Context: an optimization exercise on an open-source flow, tuned for small area. The choices shown serve that exercise and are no tape-out recipe. The RTL was checked by simulation tests, not by an equivalence proof against the original design. No activity file was given, so power comes from the tool's default toggle rates.

==> flow/config.mk <==
export PLATFORM = sky130hd
export DESIGN_NAME = cajero
export DESIGN_NICKNAME = cajero
export VERILOG_FILES = /design/flow/design.v
export SDC_FILE = /design/flow/constraint.sdc
export NUM_CORES = 4
export LEC_CHECK = 0
export CAP_MARGIN = 20
export CORE_MARGIN = 2
export CORE_UTILIZATION = 40
export SLEW_MARGIN = 20
export SYNTH_HIERARCHICAL = 1
export SYNTH_MINIMUM_KEEP_SIZE = 0
==> flow/constraint.sdc <==
create_clock -name core_clock -period 6.0 [get_ports {Clk}]
set_input_delay 1.2000 -clock core_clock [delete_from_list [all_inputs] [get_ports {Clk}]]
set_output_delay 1.2000 -clock core_clock [all_outputs]
set_load 0.01 [all_outputs]
==> flow/design.v <==
module cajero(
  Clk, Reset, PIN, TARJETA_RECIBIDA, TIPO_TRANS, DIGITO, DIGITO_STB,
  MONTO, MONTO_STB, BALANCE_ACTUALIZADO, ENTREGAR_DINERO, FONDOS_INSUFICIENTES,
  PIN_INCORRECTO, ADVERTENCIA, Bloqueo, TIPO_STB
);
input Clk, Reset, TARJETA_RECIBIDA, TIPO_TRANS, DIGITO_STB, MONTO_STB, TIPO_STB;
input [15:0] PIN;
input [3:0] DIGITO;
input [31:0] MONTO;
output reg BALANCE_ACTUALIZADO, ENTREGAR_DINERO, FONDOS_INSUFICIENTES, PIN_INCORRECTO, ADVERTENCIA, Bloqueo;
localparam [2:0] N0 = 3'd0, N1 = 3'd1, N2 = 3'd3, N3 = 3'd2, N4 = 3'd6,
                 DEP = 3'd5, WD = 3'd7, LOCK = 3'd4;
localparam [1:0] W0 = 2'd0, W1 = 2'd1, W2 = 2'd3, W3 = 2'd2;
reg [2:0] q, nq;
reg [1:0] w, nw;
reg [15:0] dig;            
reg [31:0] r;              
wire [31:0] nr;
wire idle = (q==N0)|(q==N1)|(q==N2)|(q==N3)|(q==N4);
wire lt4  = (q==N0)|(q==N1)|(q==N2)|(q==N3);
wire n4   = (q==N4);
wire dep  = (q==DEP);
wire wd   = (q==WD);
wire lock = (q==LOCK);
reg [2:0] inc;             
always @(*)
  case (q)
    N0: inc = N1;
    N1: inc = N2;
    N2: inc = N3;
    default: inc = N4;
  endcase
reg [1:0] winc;            
always @(*)
  case (w)
    W0: winc = W1;
    W1: winc = W2;
    default: winc = W3;
  endcase
wire shift = TARJETA_RECIBIDA & DIGITO_STB & lt4;
wire match = (dig == PIN);
wire sub = q[1];             
wire rst = ~Reset;
wire [31:0] e, ne;        
wire [32:0] c;
wire ge = c[32];
wire upd = MONTO_STB & (dep | (wd & ge));
assign c[0] = sub;
cj_bit_e b0 (.r(r[0]), .m(MONTO[0]), .sub(sub), .c(c[0]), .upd(upd), .rst(rst), .e(e[0]), .ne(ne[0]), .nr(nr[0]));
cj_cmx k0 (.s(e[0]), .ns(ne[0]), .a1(c[0]), .a0(r[0]), .y(c[1]));
cj_bit_o b1 (.r(r[1]), .m(MONTO[1]), .sub(sub), .nc(c[1]), .upd(upd), .rn(Reset), .e(e[1]), .ne(ne[1]), .nr(nr[1]));
cj_cmx k1 (.s(e[1]), .ns(ne[1]), .a1(c[1]), .a0(r[1]), .y(c[2]));
cj_bit_e b2 (.r(r[2]), .m(MONTO[2]), .sub(sub), .c(c[2]), .upd(upd), .rst(rst), .e(e[2]), .ne(ne[2]), .nr(nr[2]));
cj_cmx k2 (.s(e[2]), .ns(ne[2]), .a1(c[2]), .a0(r[2]), .y(c[3]));
cj_bit_o b3 (.r(r[3]), .m(MONTO[3]), .sub(sub), .nc(c[3]), .upd(upd), .rn(Reset), .e(e[3]), .ne(ne[3]), .nr(nr[3]));
cj_cmx k3 (.s(e[3]), .ns(ne[3]), .a1(c[3]), .a0(r[3]), .y(c[4]));
cj_bit_e b4 (.r(r[4]), .m(MONTO[4]), .sub(sub), .c(c[4]), .upd(upd), .rst(rst), .e(e[4]), .ne(ne[4]), .nr(nr[4]));
cj_cmx k4 (.s(e[4]), .ns(ne[4]), .a1(c[4]), .a0(r[4]), .y(c[5]));
cj_bit_o b5 (.r(r[5]), .m(MONTO[5]), .sub(sub), .nc(c[5]), .upd(upd), .rn(Reset), .e(e[5]), .ne(ne[5]), .nr(nr[5]));
cj_cmx k5 (.s(e[5]), .ns(ne[5]), .a1(c[5]), .a0(r[5]), .y(c[6]));
cj_bit_e b6 (.r(r[6]), .m(MONTO[6]), .sub(sub), .c(c[6]), .upd(upd), .rst(rst), .e(e[6]), .ne(ne[6]), .nr(nr[6]));
cj_cmx k6 (.s(e[6]), .ns(ne[6]), .a1(c[6]), .a0(r[6]), .y(c[7]));
cj_bit_o b7 (.r(r[7]), .m(MONTO[7]), .sub(sub), .nc(c[7]), .upd(upd), .rn(Reset), .e(e[7]), .ne(ne[7]), .nr(nr[7]));
cj_cmx k7 (.s(e[7]), .ns(ne[7]), .a1(c[7]), .a0(r[7]), .y(c[8]));
cj_bit_e b8 (.r(r[8]), .m(MONTO[8]), .sub(sub), .c(c[8]), .upd(upd), .rst(rst), .e(e[8]), .ne(ne[8]), .nr(nr[8]));
cj_cmx k8 (.s(e[8]), .ns(ne[8]), .a1(c[8]), .a0(r[8]), .y(c[9]));
cj_bit_o b9 (.r(r[9]), .m(MONTO[9]), .sub(sub), .nc(c[9]), .upd(upd), .rn(Reset), .e(e[9]), .ne(ne[9]), .nr(nr[9]));
cj_cmx k9 (.s(e[9]), .ns(ne[9]), .a1(c[9]), .a0(r[9]), .y(c[10]));
cj_bit_e b10 (.r(r[10]), .m(MONTO[10]), .sub(sub), .c(c[10]), .upd(upd), .rst(rst), .e(e[10]), .ne(ne[10]), .nr(nr[10]));
cj_cmx k10 (.s(e[10]), .ns(ne[10]), .a1(c[10]), .a0(r[10]), .y(c[11]));
cj_bit_o b11 (.r(r[11]), .m(MONTO[11]), .sub(sub), .nc(c[11]), .upd(upd), .rn(Reset), .e(e[11]), .ne(ne[11]), .nr(nr[11]));
cj_cmx k11 (.s(e[11]), .ns(ne[11]), .a1(c[11]), .a0(r[11]), .y(c[12]));
cj_bit_e b12 (.r(r[12]), .m(MONTO[12]), .sub(sub), .c(c[12]), .upd(upd), .rst(rst), .e(e[12]), .ne(ne[12]), .nr(nr[12]));
cj_cmx k12 (.s(e[12]), .ns(ne[12]), .a1(c[12]), .a0(r[12]), .y(c[13]));
cj_bit_o b13 (.r(r[13]), .m(MONTO[13]), .sub(sub), .nc(c[13]), .upd(upd), .rn(Reset), .e(e[13]), .ne(ne[13]), .nr(nr[13]));
cj_cmx k13 (.s(e[13]), .ns(ne[13]), .a1(c[13]), .a0(r[13]), .y(c[14]));
cj_bit_e b14 (.r(r[14]), .m(MONTO[14]), .sub(sub), .c(c[14]), .upd(upd), .rst(rst), .e(e[14]), .ne(ne[14]), .nr(nr[14]));
cj_cmx k14 (.s(e[14]), .ns(ne[14]), .a1(c[14]), .a0(r[14]), .y(c[15]));
cj_bit_o b15 (.r(r[15]), .m(MONTO[15]), .sub(sub), .nc(c[15]), .upd(upd), .rn(Reset), .e(e[15]), .ne(ne[15]), .nr(nr[15]));
wire [8:1] g1;
wire p1;
cj_gen gg1_0 (.ne(ne[8]), .r(r[8]), .y(g1[1]));
cj_cmx gg1_1 (.s(e[9]), .ns(ne[9]), .a1(g1[1]), .a0(r[9]), .y(g1[2]));
cj_cmx gg1_2 (.s(e[10]), .ns(ne[10]), .a1(g1[2]), .a0(r[10]), .y(g1[3]));
cj_cmx gg1_3 (.s(e[11]), .ns(ne[11]), .a1(g1[3]), .a0(r[11]), .y(g1[4]));
cj_cmx gg1_4 (.s(e[12]), .ns(ne[12]), .a1(g1[4]), .a0(r[12]), .y(g1[5]));
cj_cmx gg1_5 (.s(e[13]), .ns(ne[13]), .a1(g1[5]), .a0(r[13]), .y(g1[6]));
cj_cmx gg1_6 (.s(e[14]), .ns(ne[14]), .a1(g1[6]), .a0(r[14]), .y(g1[7]));
cj_cmx gg1_7 (.s(e[15]), .ns(ne[15]), .a1(g1[7]), .a0(r[15]), .y(g1[8]));
cj_and8 pp1 (.a(e[15:8]), .y(p1));
cj_skip sk1 (.s(p1), .a1(c[8]), .a0(g1[8]), .y(c[16]));
cj_bit_e b16 (.r(r[16]), .m(MONTO[16]), .sub(sub), .c(c[16]), .upd(upd), .rst(rst), .e(e[16]), .ne(ne[16]), .nr(nr[16]));
cj_cmx k16 (.s(e[16]), .ns(ne[16]), .a1(c[16]), .a0(r[16]), .y(c[17]));
cj_bit_o b17 (.r(r[17]), .m(MONTO[17]), .sub(sub), .nc(c[17]), .upd(upd), .rn(Reset), .e(e[17]), .ne(ne[17]), .nr(nr[17]));
cj_cmx k17 (.s(e[17]), .ns(ne[17]), .a1(c[17]), .a0(r[17]), .y(c[18]));
cj_bit_e b18 (.r(r[18]), .m(MONTO[18]), .sub(sub), .c(c[18]), .upd(upd), .rst(rst), .e(e[18]), .ne(ne[18]), .nr(nr[18]));
cj_cmx k18 (.s(e[18]), .ns(ne[18]), .a1(c[18]), .a0(r[18]), .y(c[19]));
cj_bit_o b19 (.r(r[19]), .m(MONTO[19]), .sub(sub), .nc(c[19]), .upd(upd), .rn(Reset), .e(e[19]), .ne(ne[19]), .nr(nr[19]));
cj_cmx k19 (.s(e[19]), .ns(ne[19]), .a1(c[19]), .a0(r[19]), .y(c[20]));
cj_bit_e b20 (.r(r[20]), .m(MONTO[20]), .sub(sub), .c(c[20]), .upd(upd), .rst(rst), .e(e[20]), .ne(ne[20]), .nr(nr[20]));
cj_cmx k20 (.s(e[20]), .ns(ne[20]), .a1(c[20]), .a0(r[20]), .y(c[21]));
cj_bit_o b21 (.r(r[21]), .m(MONTO[21]), .sub(sub), .nc(c[21]), .upd(upd), .rn(Reset), .e(e[21]), .ne(ne[21]), .nr(nr[21]));
cj_cmx k21 (.s(e[21]), .ns(ne[21]), .a1(c[21]), .a0(r[21]), .y(c[22]));
cj_bit_e b22 (.r(r[22]), .m(MONTO[22]), .sub(sub), .c(c[22]), .upd(upd), .rst(rst), .e(e[22]), .ne(ne[22]), .nr(nr[22]));
cj_cmx k22 (.s(e[22]), .ns(ne[22]), .a1(c[22]), .a0(r[22]), .y(c[23]));
cj_bit_o b23 (.r(r[23]), .m(MONTO[23]), .sub(sub), .nc(c[23]), .upd(upd), .rn(Reset), .e(e[23]), .ne(ne[23]), .nr(nr[23]));
wire [8:1] g2;
wire p2;
cj_gen gg2_0 (.ne(ne[16]), .r(r[16]), .y(g2[1]));
cj_cmx gg2_1 (.s(e[17]), .ns(ne[17]), .a1(g2[1]), .a0(r[17]), .y(g2[2]));
cj_cmx gg2_2 (.s(e[18]), .ns(ne[18]), .a1(g2[2]), .a0(r[18]), .y(g2[3]));
cj_cmx gg2_3 (.s(e[19]), .ns(ne[19]), .a1(g2[3]), .a0(r[19]), .y(g2[4]));
cj_cmx gg2_4 (.s(e[20]), .ns(ne[20]), .a1(g2[4]), .a0(r[20]), .y(g2[5]));
cj_cmx gg2_5 (.s(e[21]), .ns(ne[21]), .a1(g2[5]), .a0(r[21]), .y(g2[6]));
cj_cmx gg2_6 (.s(e[22]), .ns(ne[22]), .a1(g2[6]), .a0(r[22]), .y(g2[7]));
cj_cmx gg2_7 (.s(e[23]), .ns(ne[23]), .a1(g2[7]), .a0(r[23]), .y(g2[8]));
cj_and8 pp2 (.a(e[23:16]), .y(p2));
cj_skip sk2 (.s(p2), .a1(c[16]), .a0(g2[8]), .y(c[24]));
cj_bit_e b24 (.r(r[24]), .m(MONTO[24]), .sub(sub), .c(c[24]), .upd(upd), .rst(rst), .e(e[24]), .ne(ne[24]), .nr(nr[24]));
cj_cmx k24 (.s(e[24]), .ns(ne[24]), .a1(c[24]), .a0(r[24]), .y(c[25]));
cj_bit_o b25 (.r(r[25]), .m(MONTO[25]), .sub(sub), .nc(c[25]), .upd(upd), .rn(Reset), .e(e[25]), .ne(ne[25]), .nr(nr[25]));
cj_cmx k25 (.s(e[25]), .ns(ne[25]), .a1(c[25]), .a0(r[25]), .y(c[26]));
cj_bit_e b26 (.r(r[26]), .m(MONTO[26]), .sub(sub), .c(c[26]), .upd(upd), .rst(rst), .e(e[26]), .ne(ne[26]), .nr(nr[26]));
cj_cmx k26 (.s(e[26]), .ns(ne[26]), .a1(c[26]), .a0(r[26]), .y(c[27]));
cj_bit_o b27 (.r(r[27]), .m(MONTO[27]), .sub(sub), .nc(c[27]), .upd(upd), .rn(Reset), .e(e[27]), .ne(ne[27]), .nr(nr[27]));
cj_cmx k27 (.s(e[27]), .ns(ne[27]), .a1(c[27]), .a0(r[27]), .y(c[28]));
cj_bit_e b28 (.r(r[28]), .m(MONTO[28]), .sub(sub), .c(c[28]), .upd(upd), .rst(rst), .e(e[28]), .ne(ne[28]), .nr(nr[28]));
cj_cmx k28 (.s(e[28]), .ns(ne[28]), .a1(c[28]), .a0(r[28]), .y(c[29]));
cj_bit_o b29 (.r(r[29]), .m(MONTO[29]), .sub(sub), .nc(c[29]), .upd(upd), .rn(Reset), .e(e[29]), .ne(ne[29]), .nr(nr[29]));
cj_cmx k29 (.s(e[29]), .ns(ne[29]), .a1(c[29]), .a0(r[29]), .y(c[30]));
cj_bit_e b30 (.r(r[30]), .m(MONTO[30]), .sub(sub), .c(c[30]), .upd(upd), .rst(rst), .e(e[30]), .ne(ne[30]), .nr(nr[30]));
cj_cmx k30 (.s(e[30]), .ns(ne[30]), .a1(c[30]), .a0(r[30]), .y(c[31]));
cj_bit_o b31 (.r(r[31]), .m(MONTO[31]), .sub(sub), .nc(c[31]), .upd(upd), .rn(Reset), .e(e[31]), .ne(ne[31]), .nr(nr[31]));
wire [8:1] g3;
wire p3;
cj_gen gg3_0 (.ne(ne[24]), .r(r[24]), .y(g3[1]));
cj_cmx gg3_1 (.s(e[25]), .ns(ne[25]), .a1(g3[1]), .a0(r[25]), .y(g3[2]));
cj_cmx gg3_2 (.s(e[26]), .ns(ne[26]), .a1(g3[2]), .a0(r[26]), .y(g3[3]));
cj_cmx gg3_3 (.s(e[27]), .ns(ne[27]), .a1(g3[3]), .a0(r[27]), .y(g3[4]));
cj_cmx gg3_4 (.s(e[28]), .ns(ne[28]), .a1(g3[4]), .a0(r[28]), .y(g3[5]));
cj_cmx gg3_5 (.s(e[29]), .ns(ne[29]), .a1(g3[5]), .a0(r[29]), .y(g3[6]));
cj_cmx gg3_6 (.s(e[30]), .ns(ne[30]), .a1(g3[6]), .a0(r[30]), .y(g3[7]));
cj_cmx gg3_7 (.s(e[31]), .ns(ne[31]), .a1(g3[7]), .a0(r[31]), .y(g3[8]));
cj_and8 pp3 (.a(e[31:24]), .y(p3));
cj_skip sk3 (.s(p3), .a1(c[24]), .a0(g3[8]), .y(c[32]));
always @(posedge Clk)
  if (shift) dig <= {dig[11:0], DIGITO};
always @(*) begin
  nq = q; nw = w;
  BALANCE_ACTUALIZADO = 1'b0;
  ENTREGAR_DINERO = 1'b0;
  FONDOS_INSUFICIENTES = 1'b0;
  PIN_INCORRECTO = 1'b0;
  ADVERTENCIA = 1'b0;
  Bloqueo = lock;
  if (idle) begin
    if (TARJETA_RECIBIDA) begin
      if (DIGITO_STB && lt4) nq = inc;
      else if (n4 && match) begin
        nw = W0;
        if (TIPO_STB) nq = TIPO_TRANS ? WD : DEP;
      end else if (n4) begin
        PIN_INCORRECTO = 1'b1;
        nw = winc;
        nq = N0;
      end
      if (w == W2) ADVERTENCIA = 1'b1;
      if (w == W3) begin
        Bloqueo = 1'b1;
        nq = LOCK;
        nw = W0;
      end
    end
  end else if (MONTO_STB && !lock) begin
    nq = N0;
    if (dep) BALANCE_ACTUALIZADO = 1'b1;
    else if (ge) begin
      BALANCE_ACTUALIZADO = 1'b1;
      ENTREGAR_DINERO = 1'b1;
    end else
      FONDOS_INSUFICIENTES = 1'b1;
  end
end
always @(posedge Clk) begin
  if (!Reset) begin
    q <= N0;
    w <= W0;
  end else begin
    q <= nq;
    w <= nw;
  end
  r <= nr;    
end
endmodule
module cj_bit_e(input r, input m, input sub, input c, input upd, input rst,
                output e, output ne, output nr);
  assign e = r ^ m ^ sub;
  assign ne = ~e;
  assign nr = ~rst & (upd ? (e ^ c) : r);
endmodule
module cj_bit_o(input r, input m, input sub, input nc, input upd, input rn,
                output e, output ne, output nr);
  assign e = ~(r ^ m ^ sub);
  assign ne = ~e;
  assign nr = ~rn | (upd ? (e ^ nc) : r);
endmodule
module cj_cmx(input s, input ns, input a1, input a0, output y);
  assign y = ~((ns | a1) & (s | a0));
endmodule
module cj_gen(input ne, input r, output y);
  assign y = ~(ne & r);
endmodule
module cj_skip(input s, input a1, input a0, output y);
  assign y = s ? a1 : a0;
endmodule
module cj_and8(input [7:0] a, output y);
  assign y = &a;
endmodule
==> flow/flow/run.sh <==
#!/bin/bash
# Own layout flow: the standard ORFS flow with two changes:
#  - synthesis maps the logic with an area-oriented ABC script (flow/abc_area.script),
#  - ports are buffered with sky130_fd_sc_hd__buf_1 instead of the default buffer,
#  - clock tree synthesis uses clkbuf_8 and adds no dummy loads.
# Each tool's output goes to the ORFS logs under orfs/logs; make's own output to make_*.log.
set -euo pipefail
work=$(pwd)
rm -rf "$work/scripts_area"
cp -r "$FLOW_HOME/scripts" "$work/scripts_area"
cp "$work/flow/abc_area.script" "$work/scripts_area/abc_area.script"
bash standard.sh SCRIPTS_DIR="$work/scripts_area" ABC_AREA=1 \
  "BUFFER_PORTS_ARGS=-buffer_cell sky130_fd_sc_hd__buf_1" \
  "CTS_ARGS=-sink_clustering_enable -repair_clock_nets -dont_use_dummy_load -buf_list sky130_fd_sc_hd__clkbuf_8" \
  finish > "$work/make_finish.log" 2>&1
==> flow/flow/abc_area.script <==
strash
dch
map -a
topo
stime -c
==> flow/standard.sh <==
#!/bin/bash
# synth_recipe.tcl (not shown) runs the flow's synth.tcl, then flattens the netlist and writes it again
# the make line also repeats each setting of config.mk as NAME=value (left out here)
make -C /OpenROAD-flow-scripts/flow DESIGN_CONFIG=/design/flow/config.mk WORK_HOME=/design/flow/orfs CLKGATE_MAP_FILE= SYNTH_SCRIPT=/design/flow/synth_recipe.tcl "${@:-finish}"
==> results of run 1 <==
registers in the layout, indices dropped and copies added (netlist names):
register / flops
r: 32
q: 3
dig: 16
w: 2
cell usage in the layout, fill, tap and decap left out, drive strengths merged:
master / netlist / final
nand2: 29 / 29
dfxtp: 37 / 37
edfxtp: 16 / 16
clkbuf: 0 / 5
nand4: 7 / 7
a211oi: 18 / 18
xnor2: 80 / 80
o21ai: 24 / 24
nand3: 19 / 19
o22ai: 50 / 50
xor2: 16 / 16
buf: 1 / 69
clkinv: 56 / 56
mux2: 3 / 3
nor2: 27 / 27
a21oi: 24 / 24
nor3: 4 / 4
nor4: 4 / 4
per-layer routing:
layer  up-vias  global-route usage  routed length, um
met5         -                   0                  0
met4         0             0.04643                112
met3         8             0.02349                235
met2        43              0.2679               3428
met1      1355              0.2282               3622
li1       1618                   -                  -
power groups by stage:
stage	sequential (mW)	combinational [mW]	clock, mW
3_3_place_gp	0.404	0.314	0
4_1_cts	0.396	0.321	0.194
3_5_place_dp	0.404	0.318	0
5_1_grt	0.398	0.370	0.206
2_1_floorplan	0.411	0.245	0
6_report	0.396	0.328	0.182
per-module statistics from Yosys, one instance, submodules excluded:
module,cells inside,flip-flops and latches
cajero,126,53
cj_bit_o,8,0
cj_bit_e,6,0
cj_and8,3,0
cj_skip,1,0
cj_cmx,1,0
cj_gen,1,0
metrics by stage:
| stage | instances | cell area (um^2) | worst slack [ns] | hold slack (ns) | total power, mW |
|---|---|---|---|---|---|
| after CTS | 593 | 3879 | 0.07029 | 0.4777 | 0.9106 |
| after global placement | 588 | 3810 | 0.1824 | 0.4530 | 0.7176 |
| after global routing | 593 | 3918 | 0.005710 | 0.4916 | 0.9740 |
| final | 593 | 3918 | 0.3174 | 0.4730 | 0.9051 |
| after floorplan | 415 | 3405 | 0.1947 | 0.4473 | 0.6558 |
| after detailed placement | 588 | 3810 | 0.09703 | 0.4553 | 0.7229 |
final timing paths:
kind | depth (start not counted) | endpoint | startpoint | slack [ns]
worst max-delay path | 16 | FONDOS_INSUFICIENTES | MONTO[0] | 0.32
worst min-delay path | 0 | dig[7] | dig[3] | 0.47
worst max register to register | 22 | r[31] | q[1] | 1.10
worst min register to register | 0 | dig[7] | dig[3] | 0.47
worst max-delay path: stages:
cell and delay (ns):
buf_1 0.10, xnor2_2 0.24, clkinv_1 0.12, o22ai_2 0.18, o22ai_1 0.16, o22ai_2 0.23, o22ai_1 0.17, o22ai_2 0.23
o22ai_1 0.16, o22ai_2 0.25, o22ai_2 0.14, mux2_2 0.32, mux2_2 0.31, mux2_2 0.28, nor3_1 0.22, buf_1 0.18
synth_stat cells:
master / instances / area share
a211oi_1: 18 / 0.040
a21oi_1: 24 / 0.035
buf_1: 1 / 0.0011
clkinv_1: 56 / 0.062
dfxtp_1: 37 / 0.22
edfxtp_1: 16 / 0.14
mux2_2: 3 / 0.010
nand2_1: 29 / 0.032
nand3_1: 19 / 0.028
nand4_1: 7 / 0.013
nor2_1: 27 / 0.030
nor3_1: 4 / 0.0059
nor4_1: 4 / 0.0074
o21ai_0: 24 / 0.035
o22ai_1: 50 / 0.092
xnor2_1: 80 / 0.21
xor2_1: 16 / 0.041
area by class of cell:
type / instances / area, um^2
Fill cell: 831 / 4299
Multi-Input combinational cell: 305 / 2007
Sequential cell: 53 / 1222
Timing Repair Buffer: 69 / 277.8
Inverter: 56 / 210.2
Tap cell: 105 / 131.4
Clock buffer: 5 / 68.82
logic make-up after synthesis:
family / after synthesis / share of synthesized area
compound gates: 116 / 0.2029
xor+xnor: 96 / 0.2479
buf+inv: 57 / 0.06307
flops: 53 / 0.3600
mux: 3 / 0.009959
simple gates: 90 / 0.1162
==> key figures, run 1 <==
Route
  • Antenna-violating nets left: 0
  • First-pass detailed-route iteration total: 4
  • DRC: 0
  • Detailed-route vias per instance: 5.099
  • WL per Instance: 12.48 um
  • Vias: 3024
  • DR iter-0 viols: 80
  • Drt total wl: around 7400 um

Power and ir drop
  • Power Density: between 200 and 250 nW/um^2
  • Switching share of power: 0.3404
  • Flop pwr share: 0.437
  • P_int: 597.1 uW
  • Sw Pwr: 308.1 uW
  • Combinational share of power: 0.362
  • Max VDD drop: around 0.099 mV
  • Clock Power Share: 0.201
  • Leak Pwr: 1.244 nW

Clocking
  • Resized Gates After CTS: 0
  • CTS tree: done
  • CTS H-Tree Depth: 2
  • Hold_buf cts: 0
  • CTS max path bufs: 2
  • Root buffer cell: clkbuf_8
  • Worst-Skew Late Latency: 0.30 ns
  • Clock transition at path regs: 0.09 ns
  • Inserted Clock Buffers: 5
  • Post-CTS setup buffer count: 0
  • Clock sink total: 53

STA
  • Max Fclk: roughly 0.18 GHz
  • Period utilisation layout: 0.9471
  • Minimum clock period: 5.683 ns
  • RSZ-0062 raised after global routing: no
  • Setup Skew: 0.006445 ns
  • Final setup TNS: 0 ns
  • Worst rel slew slack: 0.5803
  • Final setup fails: 0
  • Final hold vios: 0
  • Worst slew pin tran: roughly 0.63 ns
  • Final Slew Violations: 0

GRT
  • Pin count of the biggest net entering global routing: 49
  • Global-route wire length before repair: approximately 12000 um
  • Gr usage total: 0.1650
  • Vias in the first global route: 2737
  • Grt total ovfl: 0
  • Initial antenna violation count: 0

Yosys
  • Syn nets: 474
  • Cells after synthesis: just over 400
  • Synthesized area: 3392 um^2
  • Seq cells post-synth: 53
  • Synth warn: 7
  • Register area share after synthesis: 0.3600
  • Post-synth cell types: 17
  • Synthesized area per cell: 8.174 um^2

Run
  • Max_cap viols: 0

Place
  • Port Buffers: 64
  • Routability Congestion: 0.7739
  • Dpl hpwl: ~5400 um

Floorplan
  • CORE AREA: 8217 um^2
  • IO Count: between 60 and 70
  • Die width: 96.09 um
  • Initial Utilization: 0.4128
  • Site row count: 33
  • Die area: 9232 um^2
  • Die height: 96.09 um

Min path
  • Hold WC Path Type: reg -> reg

Worst setup path
  • Worst Path Arrival: 4.48 ns
  • Worst setup SP type: input port
  • Critical Path End Type: output pin
  • WS Path Type: in -> out
  • Worst Path Required: 4.80 ns
  • Critical-path maximum fanout: 3

Outcome
  • Status: no timing/DRC/antenna violations

Final layout
  • Final #Nets: 549
  • End-of-flow core utilization: 0.4768
  • Antenna cells: 0
  • Ratio of cells with drive above 1 in the final layout: 0.04303
  • Area Overhead vs Synth: 15.49%
==> run 2: changes to the inputs <==
--- a/flow/design.v
+++ b/flow/design.v
@@ -8,43 +8,29 @@
 input [3:0] DIGITO;
 input [31:0] MONTO;
 output reg BALANCE_ACTUALIZADO, ENTREGAR_DINERO, FONDOS_INSUFICIENTES, PIN_INCORRECTO, ADVERTENCIA, Bloqueo;
-localparam [2:0] N0 = 3'd0, N1 = 3'd1, N2 = 3'd3, N3 = 3'd2, N4 = 3'd6,
-                 DEP = 3'd5, WD = 3'd7, LOCK = 3'd4;
-localparam [1:0] W0 = 2'd0, W1 = 2'd1, W2 = 2'd3, W3 = 2'd2;
 reg [2:0] q, nq;
 reg [1:0] w, nw;
 reg [15:0] dig;            
 reg [31:0] r;              
 wire [31:0] nr;
-wire idle = (q==N0)|(q==N1)|(q==N2)|(q==N3)|(q==N4);
-wire lt4  = (q==N0)|(q==N1)|(q==N2)|(q==N3);
-wire n4   = (q==N4);
-wire dep  = (q==DEP);
-wire wd   = (q==WD);
-wire lock = (q==LOCK);
-reg [2:0] inc;             
-always @(*)
-  case (q)
-    N0: inc = N1;
-    N1: inc = N2;
-    N2: inc = N3;
-    default: inc = N4;
-  endcase
-reg [1:0] winc;            
-always @(*)
-  case (w)
-    W0: winc = W1;
-    W1: winc = W2;
-    default: winc = W3;
-  endcase
-wire shift = TARJETA_RECIBIDA & DIGITO_STB & lt4;
+wire C     = TARJETA_RECIBIDA;
+wire lt4   = ~q[2];                      
+wire n4    = q[2] & q[1] & ~q[0];        
+wire trans = q[2] & q[0];                
+wire lock  = q[2] & ~q[1] & ~q[0];
 wire match = (dig == PIN);
+wire shift = C & DIGITO_STB & lt4;       
+wire ok    = C & n4 & match;             
+wire go    = ok & TIPO_STB;              
+wire bad   = C & n4 & ~match;            
+wire L3    = C & w[1] & ~w[0];           
+wire tm    = trans & MONTO_STB;          
 wire sub = q[1];             
 wire rst = ~Reset;
 wire [31:0] e, ne;        
 wire [32:0] c;
 wire ge = c[32];
-wire upd = MONTO_STB & (dep | (wd & ge));
+wire upd = tm & (~q[1] | ge);
 assign c[0] = sub;
 cj_bit_e b0 (.r(r[0]), .m(MONTO[0]), .sub(sub), .c(c[0]), .upd(upd), .rst(rst), .e(e[0]), .ne(ne[0]), .nr(nr[0]));
 cj_cmx k0 (.s(e[0]), .ns(ne[0]), .a1(c[0]), .a0(r[0]), .y(c[1]));
@@ -146,45 +132,29 @@
 always @(posedge Clk)
   if (shift) dig <= {dig[11:0], DIGITO};
 always @(*) begin
+  BALANCE_ACTUALIZADO = upd;
+  ENTREGAR_DINERO = tm & q[1] & ge;
+  FONDOS_INSUFICIENTES = tm & q[1] & ~ge;
+  PIN_INCORRECTO = bad;
+  ADVERTENCIA = C & w[1] & w[0];
+  Bloqueo = lock | L3;
+end
+always @(*) begin
   nq = q; nw = w;
-  BALANCE_ACTUALIZADO = 1'b0;
-  ENTREGAR_DINERO = 1'b0;
-  FONDOS_INSUFICIENTES = 1'b0;
-  PIN_INCORRECTO = 1'b0;
-  ADVERTENCIA = 1'b0;
-  Bloqueo = lock;
-  if (idle) begin
-    if (TARJETA_RECIBIDA) begin
-      if (DIGITO_STB && lt4) nq = inc;
-      else if (n4 && match) begin
-        nw = W0;
-        if (TIPO_STB) nq = TIPO_TRANS ? WD : DEP;
-      end else if (n4) begin
-        PIN_INCORRECTO = 1'b1;
-        nw = winc;
-        nq = N0;
-      end
-      if (w == W2) ADVERTENCIA = 1'b1;
-      if (w == W3) begin
-        Bloqueo = 1'b1;
-        nq = LOCK;
-        nw = W0;
-      end
-    end
-  end else if (MONTO_STB && !lock) begin
-    nq = N0;
-    if (dep) BALANCE_ACTUALIZADO = 1'b1;
-    else if (ge) begin
-      BALANCE_ACTUALIZADO = 1'b1;
-      ENTREGAR_DINERO = 1'b1;
-    end else
-      FONDOS_INSUFICIENTES = 1'b1;
+  if (shift) nq = {q[1] & ~q[0], q[1] | q[0], ~q[1]};    
+  if (go) nq = {1'b1, TIPO_TRANS, 1'b1};
+  if (bad | tm) nq = 3'b000;
+  if (ok) nw = 2'b00;
+  if (bad) nw = {w[0], ~w[1]};                          
+  if (L3) begin
+    nq = 3'b100;
+    nw = 2'b00;
   end
 end
 always @(posedge Clk) begin
   if (!Reset) begin
-    q <= N0;
-    w <= W0;
+    q <= 3'b000;
+    w <= 2'b00;
   end else begin
     q <= nq;
     w <= nw;
--- a/flow/flow/run.sh
+++ b/flow/flow/run.sh
@@ -11,5 +11,5 @@
 cp "$work/flow/abc_area.script" "$work/scripts_area/abc_area.script"
 bash standard.sh SCRIPTS_DIR="$work/scripts_area" ABC_AREA=1 \
   "BUFFER_PORTS_ARGS=-buffer_cell sky130_fd_sc_hd__buf_1" \
-  "CTS_ARGS=-sink_clustering_enable -repair_clock_nets -dont_use_dummy_load -buf_list sky130_fd_sc_hd__clkbuf_8" \
+  "CTS_ARGS=-sink_clustering_enable -repair_clock_nets -dont_use_dummy_load -sink_clustering_size 30 -sink_clustering_max_diameter 300 -buf_list sky130_fd_sc_hd__clkbuf_8" \
   finish > "$work/make_finish.log" 2>&1
==> run 2 against run 1 <==
Effect of this change: highest routed layer unchanged; critical path type unchanged; largest cell class unchanged; global-route usage shrank 0.32 points; sequential share of layout area is 0.35 points higher; final area is 1.1% lower.
==> key figures, run 2 <==
Outcome
  • Status: no timing/DRC/antenna violations

Final layout
  • Largest regs: r: 32 flops, dig: 16 flops, q: 3 flops
  • Reg with most FFs: r
  • Antenna cells: 0 (unchanged)
  • Post-route cell area: 3874 um^2 (-1.1%)
  • Area Overhead vs Synth: 14.92%
  • Commonest cells after routing, fill and taps aside: xnor2_1, buf_1, clkinv_1
  • Filler Cells Inserted: 820 (-1.3%)
  • Max reg flops: 32 (unchanged)
  • Commonest non-fill, non-tap cell in the layout: xnor2_1
  • Final #Nets: 542 (-1.3%)
  • Ratio of cells with drive above 1 in the final layout: 0.04366 (+0.0006263)

Power and ir drop
  • Switching share of power: 0.2943 (-0.04605)
  • Clock Power Share: 0.250 (+0.049)
  • Max VDD drop: 0.07730 mV (-22%)
  • Power Density: 193.5 nW/um^2 (-16%)
  • Sw Pwr: 220.6 uW (-28%)
  • P_int: 529.0 uW (-11%)
  • Leak Pwr: 1.192 nW (-4.2%)
  • Combinational share of power: 0.235 (-0.127)
  • Flop pwr share: 0.515 (+0.078)

STA
  • Max Fclk: 0.1759 GHz (about the same)
  • Minimum clock period: 5.684 ns (+0.001429 ns)
  • Period utilisation layout: 0.9473 (about the same)
  • Final hold vios: 0 (unchanged)
  • RSZ-0062 raised after global routing: no
  • Worst slew pin tran: 0.9532 ns (+0.3274 ns)
  • Final Slew Violations: 0 (unchanged)
  • Final setup TNS: 0 ns (unchanged)
  • Final setup fails: 0 (unchanged)
  • Setup Skew: 0.01461 ns (+0.008165 ns)
  • Worst rel slew slack: 0.3481 (-0.2321)

Floorplan
  • Site row count: 33 (unchanged)
  • IO Count: 65 (unchanged)
  • CORE AREA: 8175 um^2 (-0.50%)
  • Initial Utilization: 0.4123 (-0.0005168)
  • Die height: 95.80 um (-0.30%)
  • Die area: 9177 um^2 (-0.60%)
  • Die width: 95.80 um (-0.30%)

Yosys
  • Register area share after synthesis: 0.3623 (+0.002272)
  • Post-synth cell types: 25 (+8)
  • Post-synth EDFFs: 16 (unchanged)
  • Seq cells post-synth: 53 (unchanged)
  • Synth top area cells: xnor2_1, dfxtp_1, edfxtp_1
  • Area fraction of the dominant cell type after synthesis: 0.2235 (+0.005090)
  • Most frequent cell after synthesis: xnor2_1
  • Synth warn: 7 (unchanged)
  • Cells after synthesis: 408 (-1.7%)
  • Synthesized area per cell: 8.262 um^2 (+1.1%)
  • Fraction of registers with async set or reset after synthesis: 0 (unchanged)
  • Synthesized area: 3371 um^2 (-0.63%)
  • Area leader, netlist: xnor2_1
  • Commonest cells in the netlist: xnor2_1, clkinv_1, o22ai_1
  • Most used DFF post-synth: dfxtp_1
  • Syn nets: 467 (-1.5%)

Worst setup path
  • WS Path Type: in -> out
  • Critical-path maximum fanout: 3 (unchanged)
  • Worst path most repeated cell: o22ai_1
  • Slowest CP cell: mux2_2
  • Reg2Reg Setup Slack: 1.10 ns (about the same)
  • Worst Path Arrival: 4.48 ns (about the same)
  • Slowest cell delay on critical path: 0.33 ns (about the same)
  • Worst Path Required: 4.80 ns (about the same)
  • Worst setup SP type: input port
  • Cell Chain, Critical Path: buf_1 > xnor2_2 > clkinv_1 > o22ai_1 > o22ai_1 > o22ai_2 > o22ai_1 > o22ai_1 > o22ai_1 > o22ai_2 > o22ai_1 > mux2_2 > mux2_2 > mux2_2 > nor3_1 > buf_1
  • Critical Path End Type: output pin

Min path
  • Hold WC Path Type: reg -> reg

Route
  • Antenna-violating nets left: 0 (unchanged)
  • Drt total wl: 7274 um (-1.7%)
  • First-pass detailed-route iteration total: 6 (+2)
  • Vias: 2939 (-2.8%)
  • WL per Instance: 12.41 um (-0.52%)
  • DR iter-0 viols: 87 (+8.8%)
  • DRC: 0 (unchanged)
  • Detailed-route vias per instance: 5.015 (-1.6%)

Clocking
  • Clock transition at path regs: 0.10 ns (about the same)
  • Worst-Skew Late Latency: 0.31 ns (about the same)
  • CTS max path bufs: 2 (unchanged)
  • Hold_buf cts: 0 (unchanged)
  • CTS tree: done
  • Clock sink total: 53 (unchanged)
  • Root buffer cell: clkbuf_8
  • Resized Gates After CTS: 0 (unchanged)
  • CTS H-Tree Depth: 2 (unchanged)
  • Post-CTS setup buffer count: 0 (unchanged)
  • Inserted Clock Buffers: 5 (unchanged)

Run
  • Max_cap viols: 0 (unchanged)

GRT
  • Pin count of the biggest net entering global routing: 49 (unchanged)
  • Global-route wire length before repair: 11760 um (-3.2%)
  • Gr usage total: 0.1618 (-0.003170)
  • Grt total ovfl: 0 (unchanged)
  • Initial antenna violation count: 0 (unchanged)
  • Vias in the first global route: 2594 (-5.2%)

Place
  • DP Area: 3785 um^2 (-0.66%)
  • Port Buffers: 64 (unchanged)
  • Routability Congestion: 0.7651 (-1.1%)
  • Dpl hpwl: 5425 um (+0.18%)
run 2: cell count changes after synthesis, moves of 4 or more:
cell      delta
xor2_1       -9
o21ai_0      -8
xnor2_1      +6
clkinv_1     +4
run 2: final cells by class:
class                      count  area (um^2)  area share
tap                          105        131.4     0.03391
clock buffer                   5        68.82     0.01776
sequential                    53         1222      0.3156
inverter                      60        225.2     0.05814
timing repair buffer          68        270.3     0.06977
multi-input combinational    295         1956      0.5048
run 2: power groups by stage:
stage / Clock, mW / Combinational (mW) / Sequential (mW)
after floorplan: 0 / 0.128 / 0.395
after global placement: 0 / 0.171 / 0.394
after detailed placement: 0 / 0.174 / 0.394
after CTS: 0.191 / 0.175 / 0.386
after global routing: 0.204 / 0.196 / 0.387
final: 0.187 / 0.176 / 0.386
run 2: path summary, 6_finish.rpt:
check                           startpoint                    to  cells past startpoint
worst max-delay path              MONTO[0]  FONDOS_INSUFICIENTES                     16
worst min-delay path                dig[3]                dig[7]                      0
worst max register to register        q[1]                 r[31]                     22
worst min register to register      dig[3]                dig[7]                      0
run 2: worst max-delay path, delay by kind of cell:
| kind | cells | cell delay, ns |
|---|---|---|
| compound gates | 8 | 1.58 |
| xor+xnor | 1 | 0.22 |
| buf+inv | 3 | 0.36 |
| mux | 3 | 0.93 |
| simple gates | 1 | 0.19 |
run 2: layer usage:
metal | vias up | track usage | wire, um
met3 | 6 | 0.02662 | 211
met1 | 1310 | 0.2092 | 3479
met2 | 33 | 0.2768 | 3493
met5 | - | 0 | 0
met4 | 0 | 0.04881 | 89
li1 | 1590 | - | -
run 2: logic make-up (layout without fill, tap and decap cells):
| family | Yosys count | after routing | synth area share |
|---|---|---|---|
| compound gates | 111 | 111 | 0.2012 |
| xor+xnor | 93 | 93 | 0.2416 |
| simple gates | 88 | 88 | 0.1180 |
| buf+inv | 60 | 133 | 0.06682 |
| flops | 53 | 53 | 0.3623 |
| mux | 3 | 3 | 0.01002 |
run 2: stage by stage:
stage	hold slack, ns	instances	utilization	total power, mW	setup WS [ns]
4_1_cts	0.4792	586	0.4714	0.7526	0.1471
5_1_grt	0.4870	586	0.4738	0.7867	0.01388
2_1_floorplan	0.4349	408	-	0.5233	0.3696
6_report	0.4752	586	0.4738	0.7496	0.3160
3_5_place_dp	0.4545	581	0.4630	0.5680	0.1818
3_3_place_gp	0.4441	581	0.4630	0.5647	0.2584
run 2: Yosys stat by module (local to each module, per instance):
module | copies in the design | cells inside | area, um^2 | flops+latches
cj_bit_o | 16 | 8 | 43.79 | 0
cj_skip | 3 | 1 | 11.26 | 0
cj_gen | 3 | 1 | 3.754 | 0
cajero | 1 | 119 | 1603 | 53
cj_and8 | 3 | 3 | 16.27 | 0
cj_bit_e | 16 | 6 | 41.29 | 0
cj_cmx | 50 | 1 | 6.256 | 0
==> run 3: changes to the inputs <==
--- a/flow/flow/run.sh
+++ b/flow/flow/run.sh
@@ -11,5 +11,5 @@
 cp "$work/flow/abc_area.script" "$work/scripts_area/abc_area.script"
 bash standard.sh SCRIPTS_DIR="$work/scripts_area" ABC_AREA=1 \
   "BUFFER_PORTS_ARGS=-buffer_cell sky130_fd_sc_hd__buf_1" \
-  "CTS_ARGS=-sink_clustering_enable -repair_clock_nets -dont_use_dummy_load -sink_clustering_size 30 -sink_clustering_max_diameter 300 -buf_list sky130_fd_sc_hd__clkbuf_8" \
+  "CTS_ARGS=-sink_clustering_enable -repair_clock_nets -dont_use_dummy_load -buf_list sky130_fd_sc_hd__clkbuf_8" \
   finish > "$work/make_finish.log" 2>&1
--- a/flow/config.mk
+++ b/flow/config.mk
@@ -7,7 +7,7 @@
 export LEC_CHECK = 0
 export CAP_MARGIN = 20
 export CORE_MARGIN = 2
-export CORE_UTILIZATION = 40
+export CORE_UTILIZATION = 65
 export SLEW_MARGIN = 20
 export SYNTH_HIERARCHICAL = 1
 export SYNTH_MINIMUM_KEEP_SIZE = 0
==> run 3 against run 2 <==
Effect of this change: still clean on timing, DRC and antenna; clock skew rose by 0.0011 ns; fmax fell by 0.35%; final area fell by 1.1%; core utilization rose by 29 points; worst hold slack improved by 0.0033 ns; routed wire length fell by 4.3%; first-iteration DRC count rose by 72%; clock-buffer cell count did not move; highest routed layer unchanged.
==> key figures, run 3 <==
Run
  • Max_cap viols: 0 (unchanged)

STA
  • Setup slack after layout: 0.2963 ns (-0.01968 ns)
  • RSZ-0062 raised after global routing: no
  • Max Fclk: 0.1753 GHz (-0.35%)
  • Final Slew Violations: 0 (unchanged)
  • Worst rel slew slack: 0.2816 (-0.06650)
  • Final setup TNS: 0 ns (unchanged)
  • Setup Skew: 0.01573 ns (+0.001116 ns)
  • Minimum clock period: 5.704 ns (+0.01968 ns)
  • Hold_ws: 0.4785 ns (+0.003321 ns)
  • Worst slew pin tran: 1.050 ns (+0.09724 ns)
  • Final hold vios: 0 (unchanged)
  • Final setup fails: 0 (unchanged)
  • Period utilisation layout: 0.9506 (+0.003281)

Final layout
  • Max reg flops: 32 (unchanged)
  • Area Overhead vs Synth: 13.62%
  • Post-Layout Cell Count: 551 (-6.0%)
  • Commonest non-fill, non-tap cell in the layout: xnor2_1
  • Largest regs: r: 32 flops, dig: 16 flops, q: 3 flops
  • Reg with most FFs: r
  • Ratio of cells with drive above 1 in the final layout: 0.04366 (unchanged)
  • Antenna cells: 0 (unchanged)
  • Commonest cells after routing, fill and taps aside: xnor2_1, buf_1, clkinv_1
  • Post-route cell area: 3830 um^2 (-1.1%)
  • End-of-flow core utilization: 0.7596 (+0.2857)
  • Final #Nets: 542 (unchanged)

Clocking
  • Worst-Skew Late Latency: 0.30 ns (about the same)
  • Inserted Clock Buffers: 5 (unchanged)
  • Root buffer cell: clkbuf_8
  • CTS tree: done
  • CTS max path bufs: 2 (unchanged)
  • Post-CTS setup buffer count: 0 (unchanged)
  • CTS H-Tree Depth: 2 (unchanged)
  • Clock sink total: 53 (unchanged)
  • Clock transition at path regs: 0.09 ns (about the same)

Route
  • DR iter-0 viols: 150 (+72%)
  • WL per Instance: 12.63 um (+1.8%)
  • Vias: 3088 (+5.1%)
  • Detailed-route vias per instance: 5.604 (+12%)
  • DRC: 0 (unchanged)
  • Met2 wire len: 3444 um (-1.4%)
  • DR top layer: met4
  • M1 WL: 3184 um (-8.5%)
  • Drt total wl: 6960 um (-4.3%)
  • Total length of routed met3 wires: 306 um (+45%)
  • First-pass detailed-route iteration total: 4 (-2)
  • Antenna-violating nets left: 0 (unchanged)

Place
  • Pre-CTS setup slack: 0.1865 ns (+0.004733 ns)
  • Dpl hpwl: 5077 um (-6.4%)
  • Placed insts: 546 (-6.0%)
  • DP Area: 3741 um^2 (-1.2%)
  • Routability Congestion: 0.8326 (+8.8%)
  • Port Buffers: 64 (unchanged)

Yosys
  • Commonest cells in the netlist: xnor2_1, clkinv_1, o22ai_1
  • Most used DFF post-synth: dfxtp_1
  • Register area share after synthesis: 0.3623 (unchanged)
  • Synthesized area per cell: 8.262 um^2 (unchanged)
  • Post-synth EDFFs: 16 (unchanged)
  • Post-synth cell types: 25 (unchanged)
  • Synth warn: 7 (unchanged)
  • Synth top area cells: xnor2_1, dfxtp_1, edfxtp_1
  • Most frequent cell after synthesis: xnor2_1
  • Area leader, netlist: xnor2_1
  • Synthesized area: 3371 um^2 (unchanged)
  • Area fraction of the dominant cell type after synthesis: 0.2235 (unchanged)
  • Seq cells post-synth: 53 (unchanged)
  • Fraction of registers with async set or reset after synthesis: 0 (unchanged)
  • Syn nets: 467 (unchanged)
  • Cells after synthesis: 408 (unchanged)

Outcome
  • Status: no timing/DRC/antenna violations

Floorplan
  • IO Count: 65 (unchanged)
  • Initial Utilization: 0.6685 (+0.2562)
  • Die width: 76.01 um (-21%)
  • CORE AREA: 5042 um^2 (-38%)
  • Die height: 76.01 um (-21%)
  • Die area: 5778 um^2 (-37%)
  • Site row count: 26 (-21%)

Worst setup path
  • Worst path most repeated cell: o22ai_1
  • Worst setup SP type: input port
  • Worst Path Arrival: 4.50 ns (+0.02 ns)
  • Cell Chain, Critical Path: buf_1 > xnor2_2 > clkinv_1 > o22ai_1 > o22ai_1 > o22ai_2 > o22ai_1 > o22ai_2 > o22ai_1 > o22ai_1 > o22ai_1 > mux2_2 > mux2_2 > mux2_2 > nor3_1 > buf_1
  • Slowest CP cell: mux2_2
  • Critical-path maximum fanout: 3 (unchanged)
  • Slowest cell delay on critical path: 0.33 ns (about the same)
  • Critical Path End Type: output pin
  • WS Path Type: in -> out
  • Worst Path Required: 4.80 ns (about the same)

Power and ir drop
  • Final Power: 750.0 uW (about the same)
  • Leak Pwr: 1.192 nW (about the same)
  • Clock Power Share: 0.249 (about the same)
  • Switching share of power: 0.2946 (+0.0003226)
  • Flop pwr share: 0.515 (about the same)
  • Combinational share of power: 0.236 (about the same)
  • Power Density: 195.8 nW/um^2 (+1.2%)
  • Max VDD drop: 0.1073 mV (+39%)
  • Sw Pwr: 221.0 uW (+0.17%)
  • P_int: 529.0 uW (about the same)

GRT
  • Pin count of the biggest net entering global routing: 49 (unchanged)
  • Vias in the first global route: 2762 (+6.5%)
  • Grt total ovfl: 0 (unchanged)
  • Gr usage total: 0.2421 (+0.08028)
  • Initial antenna violation count: 0 (unchanged)
  • Global-route wire length before repair: 11620 um (-1.2%)

Min path
  • Hold WC Path Type: reg -> reg
[run 3: logic make-up after synthesis]
logic type,share of synthesized area
DFF,0.3623
and+or+nand+nor,0.1180
xor gates and xnor gates,0.2416
AOI/OAI and AO/OA,0.2012
buffers and inverters,0.06682
muxes,0.01002
[run 3: power by group through the flow]
stage	Combinational (mW)	Sequential (mW)	Clock, mW
final	0.177	0.386	0.187
after global routing	0.197	0.387	0.202
after CTS	0.175	0.386	0.188
after detailed placement	0.173	0.394	0
after global placement	0.168	0.394	0
after floorplan	0.128	0.395	0
[run 3: critical path, delay by kind of cell]
kind,cells,cell delay [ns]
compound gates,8,1.61
mux,3,0.93
buf+inv,3,0.37
xor+xnor,1,0.22
simple gates,1,0.17
[run 3: layout make-up]
cell class	instances	area [um^2]
Clock buffer	5	68.82
Tap cell	70	87.58
Multi-Input combinational cell	295	1956
Timing Repair Buffer	68	270.3
Fill cell	410	1212
Inverter	60	225.2
Sequential cell	53	1222
[run 3: routing by layer]
layer  track usage  vias up
met5             0        -
met4       0.05818        0
met3       0.04147        2
met2        0.4286       75
met1        0.3098     1414
li1              -     1597
[run 3: path summary, 6_finish.rpt]
kind | depth (start not counted) | to | start | slack [ns]
max reg2reg | 22 | r[31] | q[1] | 0.93
max | 16 | FONDOS_INSUFICIENTES | MONTO[0] | 0.30
min reg2reg | 0 | dig[12] | dig[8] | 0.48
min | 0 | dig[12] | dig[8] | 0.48
[run 3: repair_timing]
item	4_1_cts	5_1_grt
gates resized for setup	0	3
endpoints found under the hold margin	0	0
hold buffers	0	0
endpoints found under the setup margin	0	2
[run 3: per-module statistics from Yosys, one instance, submodules excluded]
module	flops+latches	cells	copies in the design
cj_cmx	0	1	50
cj_bit_e	0	6	16
cj_gen	0	1	3
cj_and8	0	3	3
cajero	53	119	1
cj_skip	0	1	3
cj_bit_o	0	8	16
==> run 4: changes to the inputs <==
--- a/flow/config.mk
+++ b/flow/config.mk
@@ -7,7 +7,7 @@
 export LEC_CHECK = 0
 export CAP_MARGIN = 20
 export CORE_MARGIN = 2
-export CORE_UTILIZATION = 65
+export CORE_UTILIZATION = 40
 export SLEW_MARGIN = 20
 export SYNTH_HIERARCHICAL = 1
 export SYNTH_MINIMUM_KEEP_SIZE = 0
==> run 4 against run 3 <==
Effect of this change: power about the same; die area up 59%; final cell count up 6.4%; highest routed layer unchanged; sequential share of layout area down 0.36 points; clock skew down 0.0011 ns; final area up 1.1%; via count down 4.8%; critical path depth unchanged; routed wire length up 4.5%; largest power group unchanged; worst hold slack worse by 0.0033 ns; global-route usage down 8.0 points; non-clock buffer count unchanged.
==> key figures, run 4 <==
STA
  • Final Slew Violations: 0 (unchanged)
  • Period utilisation layout: 0.9473 (-0.003281)
  • Final setup TNS: 0 ns (unchanged)
  • Setup Skew: 0.01461 ns (-0.001116 ns)
  • RSZ-0062 raised after global routing: no
  • Final hold vios: 0 (unchanged)
  • Final setup fails: 0 (unchanged)
  • Worst rel slew slack: 0.3481 (+0.06650)
  • Max Fclk: 0.1759 GHz (+0.35%)
  • Minimum clock period: 5.684 ns (-0.01968 ns)
  • Worst slew pin tran: 0.9532 ns (-0.09724 ns)

Floorplan
  • Die area: 9177 um^2 (+59%)
  • CORE AREA: 8175 um^2 (+62%)
  • IO Count: 65 (unchanged)
  • Die height: 95.80 um (+26%)
  • Site row count: 33 (+27%)
  • Die width: 95.80 um (+26%)
  • Initial Utilization: 0.4123 (-0.2562)

Route
  • WL per Instance: 12.41 um (-1.7%)
  • Met2 wire len: 3493 um (+1.4%)
  • First-pass detailed-route iteration total: 6 (+2)
  • M1 WL: 3479 um (+9.3%)
  • Detailed-route vias per instance: 5.015 (-11%)
  • Antenna-violating nets left: 0 (unchanged)
  • Total length of routed met3 wires: 211 um (-31%)
  • DR iter-0 viols: 87 (-42%)
  • Vias: 2939 (-4.8%)
  • DRC: 0 (unchanged)
  • DR top layer: met4
  • Drt total wl: 7274 um (+4.5%)

Worst setup path
  • Worst setup SP type: input port
  • Worst Path Required: 4.80 ns (about the same)
  • Critical-path maximum fanout: 3 (unchanged)
  • Critical Path End Type: output pin
  • Worst Path Arrival: 4.48 ns (-0.02 ns)
  • WS Path Type: in -> out

Final layout
  • Largest regs: r: 32 flops, dig: 16 flops, q: 3 flops
  • Post-Layout Cell Count: 586 (+6.4%)
  • Max reg flops: 32 (unchanged)
  • Final #Nets: 542 (unchanged)
  • Reg with most FFs: r
  • Commonest non-fill, non-tap cell in the layout: xnor2_1
  • Area Overhead vs Synth: 14.92%
  • Commonest cells after routing, fill and taps aside: xnor2_1, buf_1, clkinv_1
  • Antenna cells: 0 (unchanged)
  • Ratio of cells with drive above 1 in the final layout: 0.04366 (unchanged)

Place
  • Port Buffers: 64 (unchanged)
  • Dpl hpwl: 5425 um (+6.9%)
  • Placed insts: 581 (+6.4%)
  • Routability Congestion: 0.7651 (-8.1%)

Clocking
  • Worst-Skew Late Latency: 0.31 ns (about the same)
  • Clock sink total: 53 (unchanged)
  • CTS max path bufs: 2 (unchanged)
  • CTS tree: done
  • Root buffer cell: clkbuf_8
  • Clock transition at path regs: 0.10 ns (about the same)
  • Inserted Clock Buffers: 5 (unchanged)
  • CTS H-Tree Depth: 2 (unchanged)

GRT
  • Vias in the first global route: 2594 (-6.1%)
  • Global-route wire length before repair: 11760 um (+1.2%)
  • Pin count of the biggest net entering global routing: 49 (unchanged)
  • Grt total ovfl: 0 (unchanged)
  • Initial antenna violation count: 0 (unchanged)
  • Gr usage total: 0.1618 (-0.08028)

Yosys
  • Synthesized area: 3371 um^2 (unchanged)
  • Synthesized area per cell: 8.262 um^2 (unchanged)
  • Most used DFF post-synth: dfxtp_1
  • Area fraction of the dominant cell type after synthesis: 0.2235 (unchanged)
  • Area leader, netlist: xnor2_1
  • Cells after synthesis: 408 (unchanged)
  • Synth top area cells: xnor2_1, dfxtp_1, edfxtp_1
  • Syn nets: 467 (unchanged)
  • Synth warn: 7 (unchanged)
  • Fraction of registers with async set or reset after synthesis: 0 (unchanged)
  • Most frequent cell after synthesis: xnor2_1
  • Post-synth EDFFs: 16 (unchanged)
  • Commonest cells in the netlist: xnor2_1, clkinv_1, o22ai_1
  • Seq cells post-synth: 53 (unchanged)
  • Register area share after synthesis: 0.3623 (unchanged)
  • Post-synth cell types: 25 (unchanged)

Power and ir drop
  • Leak Pwr: 1.192 nW (about the same)
  • Power Density: 193.5 nW/um^2 (-1.2%)
  • Max VDD drop: 0.07730 mV (-28%)

Min path
  • Hold WC Path Type: reg -> reg

Run
  • Max_cap viols: 0 (unchanged)

Outcome
  • Status: no timing/DRC/antenna violations
run 4: timing repair:
action,in CTS,in global routing
buffers inserted,0,0
resized for setup,0,3
hold endpoints to repair,0,0
hold buffers,0,0
setup endpoints to repair,0,3
run 4: per-module statistics from Yosys, one instance, submodules excluded:
module	area, um^2	cells	copies in the design
cj_cmx	6.256	1	50
cj_bit_o	43.79	8	16
cj_gen	3.754	1	3
cj_skip	11.26	1	3
cj_and8	16.27	3	3
cajero	1603	119	1
cj_bit_e	41.29	6	16
run 4: final timing paths:
path	start	end	slack [ns]	cells after the start
setup / recovery	MONTO[0]	FONDOS_INSUFICIENTES	0.32	16
hold / removal	dig[3]	dig[7]	0.48	0
setup reg to reg	q[1]	r[31]	1.10	22
hold reg to reg	dig[3]	dig[7]	0.48	0
run 4: stage by stage:
step | util | hold slack [ns] | cell area, um^2 | worst slack (ns) | power (mW)
floorplan | - | 0.4349 | 3383 | 0.3696 | 0.5233
global placement | 0.4630 | 0.4441 | 3785 | 0.2584 | 0.5647
detailed placement | 0.4630 | 0.4545 | 3785 | 0.1818 | 0.5680
CTS | 0.4714 | 0.4792 | 3854 | 0.1471 | 0.7526
global route | 0.4738 | 0.4870 | 3874 | 0.01388 | 0.7867
finish | 0.4738 | 0.4752 | 3874 | 0.3160 | 0.7496
run 4: where the power goes:
part / internal, mW / switching [mW] / leakage [nW]
Sequential: 0.378 / 0.00756 / 0.449
Combinational: 0.0747 / 0.102 / 0.707
Clock: 0.0757 / 0.111 / 0.0359
Total: 0.529 / 0.221 / 1.19
run 4: critical path, stage by stage:
cell and delay, ns:
buf_1 0.10, xnor2_2 0.22, clkinv_1 0.09, o22ai_1 0.22, o22ai_1 0.17, o22ai_2 0.23, o22ai_1 0.14, o22ai_1 0.26
o22ai_1 0.17, o22ai_2 0.22, o22ai_1 0.17, mux2_2 0.33, mux2_2 0.31, mux2_2 0.29, nor3_1 0.19, buf_1 0.17
run 4: kinds of logic (layout without fill, tap and decap cells):
kind of cell,count (synthesis),after routing,share of synthesized area
DFF,53,53,0.3623
xor gates and xnor gates,93,93,0.2416
AOI/OAI and AO/OA,111,111,0.2012
and+or+nand+nor,88,88,0.1180
muxes,3,3,0.01002
buffers and inverters,60,133,0.06682
run 4: routing by layer:
layer / GRT usage / vias up
met3: 0.02662 / 6
met1: 0.2092 / 1310
met4: 0.04881 / 0
li1: - / 1590
met5: 0 / -
met2: 0.2768 / 33
run 4: final cells by class:
type | count | area, um^2
fillers | 820 | 4302
multi-input cells | 295 | 1956
flip-flops and latches | 53 | 1222
repair buffers | 68 | 270.3
inverters | 60 | 225.2
well taps | 105 | 131.4
clock buffers | 5 | 68.82

[static timing again, ports no longer ideal]
No port has a modelled driver above. Below, the same layouts with a new extraction and two added sets of constraints. Step 1 (the two cells are an assumption about what drives the block):
set clk [get_ports {Clk}]
set_driving_cell -lib_cell sky130_fd_sc_hd__clkbuf_16 $clk
set_driving_cell -lib_cell sky130_fd_sc_hd__buf_2 [delete_from_list [all_inputs] $clk]
Step 2 also shifts input and output timing later by t, the mid clock arrival at the registers, as if the neighbouring blocks saw the same clock. Slacks: ideal / step 1 / step 2; pairs: ideal / step 1.
| run | shift t [ns] | setup WS [ns] | hold WS [ns] | worst register clock-pin slew, ns | worst slew at a driven data input, ns |
|---|---|---|---|---|---|
| run 1 | 0.322 | 0.317 / 0.298 / 0.298 | 0.473 / 0.473 / 0.473 | 0.09 / 0.09 | 0.04 |
| run 2 | 0.331 | 0.316 / 0.296 / 0.296 | 0.475 / 0.475 / 0.475 | 0.10 / 0.10 | 0.04 |
| run 3 | 0.325 | 0.296 / 0.276 / 0.236 | 0.479 / 0.479 / 0.479 | 0.10 / 0.10 | 0.04 |
| run 4 | 0.331 | 0.316 / 0.296 / 0.296 | 0.475 / 0.475 / 0.475 | 0.10 / 0.10 | 0.04 |
After both steps setup and hold are still met in every run listed. The setup slack of run 3, which loses most, moves by -0.020 ns with the drivers and by -0.060 ns with both steps.
